What follows belongs to an exercise in optimizing a design on an open flow for small area and a short achievable clock period; a production flow would make more cautious choices.
RTL that was checked went through simulation tests only; none was proved equivalent to the original.
Power is estimated from default activity; no workload was simulated.

Design systolic_2x2, start of the top module:
module systolic_2x2 #(parameter DATA_TYPE = 3'b011) (
    input clk,
    input rst,
    input load_in,
    input [31:0] row_in_row0, row_in_row1,
    input [31:0] col_in_col0, col_in_col1,
    output [63:0] result_row00, result_row01, result_row10, result_row11,
    output carry_00, carry_01, carry_10, carry_11,
    output reg done,
    output reg valid_op
);
For scale: about 21000 cells after synthesis, roughly 390 I/O pins, ~0.26 mm2 of cells after synthesis.
clock: 5.0 ns
lec_check: 0
cap_margin: 20
cell_pad_in_sites_detail_placement: 1
core_margin: 2
core_utilization: 35
cts_cluster_diameter: 70
cts_cluster_size: 24
place_density: 0.5
setup_slack_margin: 2.2
slew_margin: 60
standard.sh (not shown) runs the stock make flow with config.mk's settings and CLKGATE_MAP_FILE= SYNTH_SCRIPT=/design/flow/synth_recipe.tcl, a recipe that flattens the netlist after the stock synthesis.
==> flow/flow/run.sh <==
#!/bin/bash
# Own layout flow: the standard flow, except that synthesis keeps the prefix
# adder modules (pfx_add*) and the tree's full/half adder modules (fa3, ha2)
# apart until the end, and maps the prefix adders with a delay-oriented ABC
# script. Everything else, including every register, is the standard
# synthesis; the design is flattened before it is written out.
set -euo pipefail
W=$(pwd)
F=$W/flow
KEEP="pfx_add32x pfx_add64pg pfx_add65 fa3 ha2"
# same make call as standard.sh, with our synthesis script in place of synth_recipe.tcl
sed -e "s#SYNTH_SCRIPT=[^ ]*synth_recipe.tcl#SYNTH_SCRIPT=$W/my_synth.tcl#" \
    -e "s#CLKGATE_MAP_FILE= #CLKGATE_MAP_FILE= 'SYNTH_KEEP_MODULES=$KEEP' #" standard.sh > my_standard.sh
grep -q "SYNTH_SCRIPT=$W/my_synth.tcl" my_standard.sh
grep -q "SYNTH_KEEP_MODULES=" my_standard.sh
sed "s#@FLOW_SYNTH@#$W/synth_recipe.tcl#" $F/my_synth.tcl.in > $W/my_synth.tcl
export MY_ABC_SCRIPT=$F/adder.abc
export MY_ABC_MODS="pfx_add*"
bash my_standard.sh synth > $W/synth.log 2>&1
bash standard.sh finish > $W/layout.log 2>&1
test -f out/final.def
==> flow/flow/adder.abc <==
strash
dch
map -D 1600
buffer -c
topo
upsize -c
dnsize -c
==> flow/flow/my_synth.tcl.in <==
# synth_recipe.tcl, with ABC run first on the adder modules with another script
proc abc {args} {
  set i [lsearch -exact $args -script]
  set fast $args
  lset fast [expr {$i + 1}] $::env(MY_ABC_SCRIPT)
  puts "own flow: abc with $::env(MY_ABC_SCRIPT) on $::env(MY_ABC_MODS)"
  yosys abc {*}$fast {*}$::env(MY_ABC_MODS)
  yosys abc {*}$args
}
source @FLOW_SYNTH@
Edit:
==> flow/flow/run.sh (replaced) <==
#!/bin/bash
# Own layout flow: the standard flow, except in synthesis:
#  - the prefix adder modules (pfx_add*) and the tree's full/half adder modules
#    (fa3, ha2) are kept apart until the design is flattened at the end;
#  - ABC maps the accumulator adder, the other prefix adders and the rest of the
#    design with the scripts named in MY_ABC_PLAN / MY_ABC_MAIN below.
# Every register, and everything after synthesis, is the standard flow's.
set -euo pipefail
W=$(pwd)
F=$W/flow
KEEP="pfx_add32x pfx_add64pg pfx_add65 fa3 ha2"
# same make call as standard.sh, with our synthesis script in place of synth_recipe.tcl
sed -e "s#SYNTH_SCRIPT=[^ ]*synth_recipe.tcl#SYNTH_SCRIPT=$W/my_synth.tcl#" \
    -e "s#CLKGATE_MAP_FILE= #CLKGATE_MAP_FILE= 'SYNTH_KEEP_MODULES=$KEEP' #" standard.sh > my_standard.sh
grep -q "SYNTH_SCRIPT=$W/my_synth.tcl" my_standard.sh
grep -q "SYNTH_KEEP_MODULES=" my_standard.sh
sed "s#@FLOW_SYNTH@#$W/synth_recipe.tcl#" $F/my_synth.tcl.in > $W/my_synth.tcl
export MY_FLOW=$F
export MY_ABC_PLAN="adder_fast.abc pfx_add65 adder.abc pfx_add*"
export MY_ABC_MAIN=main.abc
bash my_standard.sh synth > $W/synth.log 2>&1
bash standard.sh finish > $W/layout.log 2>&1
test -f out/final.def
==> flow/flow/adder_fast.abc (new file) <==
strash
dch
map
buffer -c
topo
upsize -c
dnsize -c
==> flow/flow/main.abc (new file) <==
strash
dch
map -D 2400
topo
dnsize -c
==> flow/flow/my_synth.tcl.in (replaced) <==
# synth_recipe.tcl, with other ABC scripts: the prefix adders first (the
# accumulator's with its own script), then the rest of the design
proc abc {args} {
  set i [lsearch -exact $args -script]
  foreach {script mods} $::env(MY_ABC_PLAN) {
    set a $args
    lset a [expr {$i + 1}] $::env(MY_FLOW)/$script
    puts "own flow: abc with $script on $mods"
    yosys abc {*}$a {*}$mods
  }
  set a $args
  lset a [expr {$i + 1}] $::env(MY_FLOW)/$::env(MY_ABC_MAIN)
  puts "own flow: abc with $::env(MY_ABC_MAIN) on the rest"
  yosys abc {*}$a
}
source @FLOW_SYNTH@
=>
- The changed run finished with timing, DRC and antenna clean
- utilization increases by 0.95 points
- design area decreases by 0.90%
- worst setup slack gets worse by 0.022 ns
- global-route usage increases by 2.7 points
Edit:
--- a/flow/flow/run.sh
+++ b/flow/flow/run.sh
@@ -18,3 +18,3 @@
 export MY_FLOW=$F
-export MY_ABC_PLAN="adder_fast.abc pfx_add65 adder.abc pfx_add*"
+export MY_ABC_PLAN="adder_fast.abc pfx_add65 adder_fast.abc pfx_add32x adder.abc pfx_add*"
 export MY_ABC_MAIN=main.abc
==> flow/flow/main.abc (replaced) <==
strash
dch
map -D 2000
buffer -c
topo
upsize -c
dnsize -c
Settings changed: SETUP_SLACK_MARGIN 2.2 to 2.3.
- fmax increases by 6.4%
- count of clock-buffer cells in the layout falls by 12
- routed wire length went up by 2.8%
- sequential cell count does not change
- via count climbs by 1.8%
No functional check of the RTL was part of any run of this note.


== try-indigo ==
Another version of the RTL of systolic_2x2 (not shown whole).
Size in the first run: ~23000 cells after synthesis, ~6600 flip-flops, roughly 390 I/O pins, ~250000 sq um of cells after synthesis.
Settings: LEC_CHECK=0, CAP_MARGIN=20, CELL_PAD_IN_SITES_DETAIL_PLACEMENT=1, CORE_MARGIN=2, CORE_UTILIZATION=35, CTS_CLUSTER_DIAMETER=70, CTS_CLUSTER_SIZE=24, PLACE_DENSITY=0.5, SETUP_SLACK_MARGIN=2.3, SLEW_MARGIN=60; clock period 5.0 ns.
==> flow/flow/run.sh <==
#!/bin/bash
# Own layout flow: the standard flow, except in synthesis:
#  - the prefix adder modules (pfx_*) and the tree's full/half adder modules
#    (fa3, ha2) are kept apart until the design is flattened at the end;
#  - ABC maps the accumulator adder, the other prefix adders and the rest of the
#    design with the scripts named in MY_ABC_PLAN / MY_ABC_MAIN below.
#  - clock tree synthesis adds no dummy loads (CTS_ARGS below).
# Every register, and everything else, is the standard flow's.
set -euo pipefail
W=$(pwd)
F=$W/flow
KEEP="pfx_car33 pfx_add64pg pfx_sum65 fa3 ha2"
# CTS as the standard flow runs it (same clustering as config.mk), without the
# dummy loads it adds at the tree's leaves
CTS="-sink_clustering_enable -repair_clock_nets -sink_clustering_size 24 -sink_clustering_max_diameter 70 -dont_use_dummy_load"
# same make call as standard.sh, with our synthesis script in place of synth_recipe.tcl
sed -e "s#SYNTH_SCRIPT=[^ ]*synth_recipe.tcl#SYNTH_SCRIPT=$W/my_synth.tcl#" \
    -e "s#CLKGATE_MAP_FILE= #CLKGATE_MAP_FILE= 'SYNTH_KEEP_MODULES=$KEEP' 'CTS_ARGS=$CTS' #" standard.sh > my_standard.sh
grep -q "SYNTH_SCRIPT=$W/my_synth.tcl" my_standard.sh
grep -q "SYNTH_KEEP_MODULES=" my_standard.sh
grep -q "CTS_ARGS=" my_standard.sh
sed "s#@FLOW_SYNTH@#$W/synth_recipe.tcl#" $F/my_synth.tcl.in > $W/my_synth.tcl
export MY_FLOW=$F
export MY_ABC_PLAN="adder_fast.abc pfx_sum65 adder_fast.abc pfx_car33 adder.abc pfx_add64pg"
export MY_ABC_MAIN=main.abc
bash my_standard.sh synth > $W/synth.log 2>&1
bash my_standard.sh finish > $W/layout.log 2>&1
test -f out/final.def
==> flow/flow/adder_fast.abc <==
strash
dch
map
buffer -c
topo
upsize -c
dnsize -c
==> flow/flow/main.abc <==
strash
dch
map -D 2000
buffer -c
topo
upsize -c
dnsize -c
==> flow/flow/my_synth.tcl.in <==
# synth_recipe.tcl, with other ABC scripts: the prefix adders first (the
# accumulator's with its own script), then the rest of the design
proc abc {args} {
  set i [lsearch -exact $args -script]
  foreach {script mods} $::env(MY_ABC_PLAN) {
    set a $args
    lset a [expr {$i + 1}] $::env(MY_FLOW)/$script
    puts "own flow: abc with $script on $mods"
    yosys abc {*}$a {*}$mods
  }
  set a $args
  lset a [expr {$i + 1}] $::env(MY_FLOW)/$::env(MY_ABC_MAIN)
  puts "own flow: abc with $::env(MY_ABC_MAIN) on the rest"
  yosys abc {*}$a
}
source @FLOW_SYNTH@
Scripts as last shown in full above: flow/flow/adder.abc
Edits applied to the flow inputs when going from try-indigo to try-ember:
- CTS_CLUSTER_DIAMETER changed from 70 to 80
- CTS_CLUSTER_SIZE changed from 24 to 28
--- a/flow/flow/run.sh
+++ b/flow/flow/run.sh
@@ -13,5 +13,5 @@
 # CTS as the standard flow runs it (same clustering as config.mk), without the
 # dummy loads it adds at the tree's leaves
-CTS="-sink_clustering_enable -repair_clock_nets -sink_clustering_size 24 -sink_clustering_max_diameter 70 -dont_use_dummy_load"
+CTS="-sink_clustering_enable -repair_clock_nets -sink_clustering_size 28 -sink_clustering_max_diameter 80 -dont_use_dummy_load"
 # same make call as standard.sh, with our synthesis script in place of synth_recipe.tcl
 sed -e "s#SYNTH_SCRIPT=[^ ]*synth_recipe.tcl#SYNTH_SCRIPT=$W/my_synth.tcl#" \
Notes after the runs:
Status: multi-input combinational cell count parity (try-indigo, try-ember). The core area of try-indigo and that of try-ember are within noise of each other. Relative to try-indigo, sequential share of layout area increased by 0.37 points in try-ember. Distinct cell type count of the synthesized netlist: try-indigo vs try-ember identical. Diff try-indigo..try-ember | flop and latch count out of synthesis | unchanged. Going from try-indigo to try-ember, met1 usage in global routing neither gained nor lost much; net switching share of the total power increased 0.25 points; synthesized cell count ~0 delta. Area: try-ember vs try-indigo -> try-ember smaller. Looking at net switching power of the design, try-ember sits below try-indigo. Comparing try-indigo and try-ember, the higher total internal power is on try-indigo.
Changes in try-tundra relative to try-ember:
- an added GPL_ROUTABILITY_DRIVEN of 0
- a change of SETUP_SLACK_MARGIN from 2.3 to 2.4
==> run summary <==
Per the comparison of try-tundra with try-ember, share of total power in the clock network has remained practically unchanged, total cell area at the placement stage has remained practically unchanged. | number of clock buffer instances in the layout | try-tundra vs try-ember | 0.52% lower |. Number of buffers inserted by post-CTS setup repair (try-tundra vs. try-ember) increases by more than 100%. Between try-tundra and try-ember, the power figures differ only marginally. Changes observed in try-tundra relative to try-ember: number of standard cells in the layout, taps in and fillers out saw an increase, count of vias placed by the detailed router saw an increase, sequential share of layout area saw a decrease.
Modified inputs, try-lagoon compared to try-tundra
- changing PLACE_DENSITY from 0.5 to 0.62
- changing CORE_UTILIZATION from 35 to 52
- removing GPL_ROUTABILITY_DRIVEN (formerly 0)
- changing SLEW_MARGIN from 60 to 45
==> run summary <==
Flop-to-flop setup slack: try-lagoon < try-tundra
Total power density per cell area (lower): try-tundra
Compared with try-tundra, in try-lagoon sequential portion of the cell area moved up, final design area excluding fillers shrank by about 3%.
Latest clock arrival within the worst-skew pair | try-lagoon below try-tundra
try-lagoon vs. try-tundra: post-layout worst setup margin went down by 49 ps.
try-lagoon gives more number of antenna violations at the first check in global routing than try-tundra did.
try-lagoon completed every stage of the flow, and the final layout passed the timing, design-rule and antenna checks.
For try-juniper, these inputs were changed with respect to try-lagoon:
- PLACE_DENSITY now 0.55, was 0.62
- CORE_UTILIZATION now 45, was 52
- SLEW_MARGIN now 60, was 45
## What came out
- Of try-juniper and try-lagoon, the run reporting the lower core utilization was try-juniper.
- The final layout from try-juniper, which completed every stage, passed the timing, design-rule and antenna checks at the end of the flow.
- In try-juniper relative to try-lagoon, summed area of non-filler cells in the final layout had gone up slightly.
- Core region area ended up about 16% higher on try-juniper than on try-lagoon.
- Summary of try-juniper over try-lagoon: power drawn by the sequential cells stayed essentially flat, vertical die dimension saw an increase, sequential share of layout area went down by 0.30 points.
- try-juniper vs try-lagoon, critical path capture point: pe01.mul.r2_fs303$_DFF_P_ vs pe01.mul.r2_fs287$_DFF_P_
Input changes introduced in try-xenon (baseline for comparison: try-juniper):
- swapping 80 for 70 in CTS_CLUSTER_DIAMETER
- swapping 0.55 for 0.5 in PLACE_DENSITY
- swapping 28 for 24 in CTS_CLUSTER_SIZE
- swapping 45 for 35 in CORE_UTILIZATION
--- a/flow/flow/run.sh
+++ b/flow/flow/run.sh
@@ -13,5 +13,5 @@
 # CTS as the standard flow runs it (same clustering as config.mk), without the
 # dummy loads it adds at the tree's leaves
-CTS="-sink_clustering_enable -repair_clock_nets -sink_clustering_size 28 -sink_clustering_max_diameter 80 -dont_use_dummy_load"
+CTS="-sink_clustering_enable -repair_clock_nets -sink_clustering_size 24 -sink_clustering_max_diameter 70 -dont_use_dummy_load"
 # same make call as standard.sh, with our synthesis script in place of synth_recipe.tcl
 sed -e "s#SYNTH_SCRIPT=[^ ]*synth_recipe.tcl#SYNTH_SCRIPT=$W/my_synth.tcl#" \
==> comparison <==
- try-xenon closes out successfully: all stages finished, all timing, DRC and antenna checks passed.
- try-xenon against try-juniper: total number of clock tree sinks flat, post-route cell area up about 2.7%.
- In the tables for try-xenon and try-juniper, met2 capacity usage during global routing reads higher with try-juniper.
- try-xenon vs. try-juniper: power after layout went up by 4.4 mW.
- For try-xenon, the source of the critical timing path was pe10.mul.t3r[15]$_DFF_P_, unlike try-juniper, where it was pe01.mul.neg[3]$_DFF_P_.
- Wire: try-xenon routes more than try-juniper
- Data arrival time of the worst path ends up higher on try-xenon.
- Diff try-juniper -> try-xenon: clock-pin slew on the worst setup and hold paths flat; first-iteration DRC count shrank by 2253; count of non-filler cells in the finished layout increased by 8.1% relative to the old numbers.

## static timing again, ports no longer ideal
The flow's constraints put no driver on any port. The routed layouts listed below were extracted and timed again, unchanged, in two steps.
Step 1 assumes that a clkbuf_16 drives the clock port and a buf_2 every other input.
Step 2, shift: input delay + t, output delay - t, t = (earliest + latest rising clock arrival at the registers) / 2. This alone moves slack from input paths to output paths.
Three values: ideal, step 1, step 2; two values: the first two.
run | shift t [ns] | setup WS [ns] | clock arrival spread, ns
the first run of note 1 | 1.176 | 2.147 / 2.144 / 1.730 | 0.095 / 0.095
the second run of note 1 | 1.206 | 2.124 / 2.124 / 1.628 | 0.125 / 0.125
the third run of note 1 | 1.191 | 2.298 / 2.229 / 1.807 | 0.106 / 0.106
try-indigo | 1.154 | 2.243 / 2.236 / 1.672 | 0.223 / 0.222
try-ember | 1.126 | 2.265 / 2.235 / 1.613 | 0.198 / 0.198
try-tundra | 1.121 | 2.334 / 2.223 / 1.797 | 0.225 / 0.225
try-lagoon | 1.123 | 2.285 / 2.259 / 1.755 | 0.149 / 0.149
try-juniper | 1.115 | 2.323 / 2.304 / 1.662 | 0.143 / 0.143
try-xenon | 1.163 | 2.316 / 2.218 / 1.653 | 0.229 / 0.229
After both steps setup and hold are still met in every run listed. The setup slack of try-xenon, which loses most, moves by -0.098 ns with the drivers and by -0.663 ns with both steps.
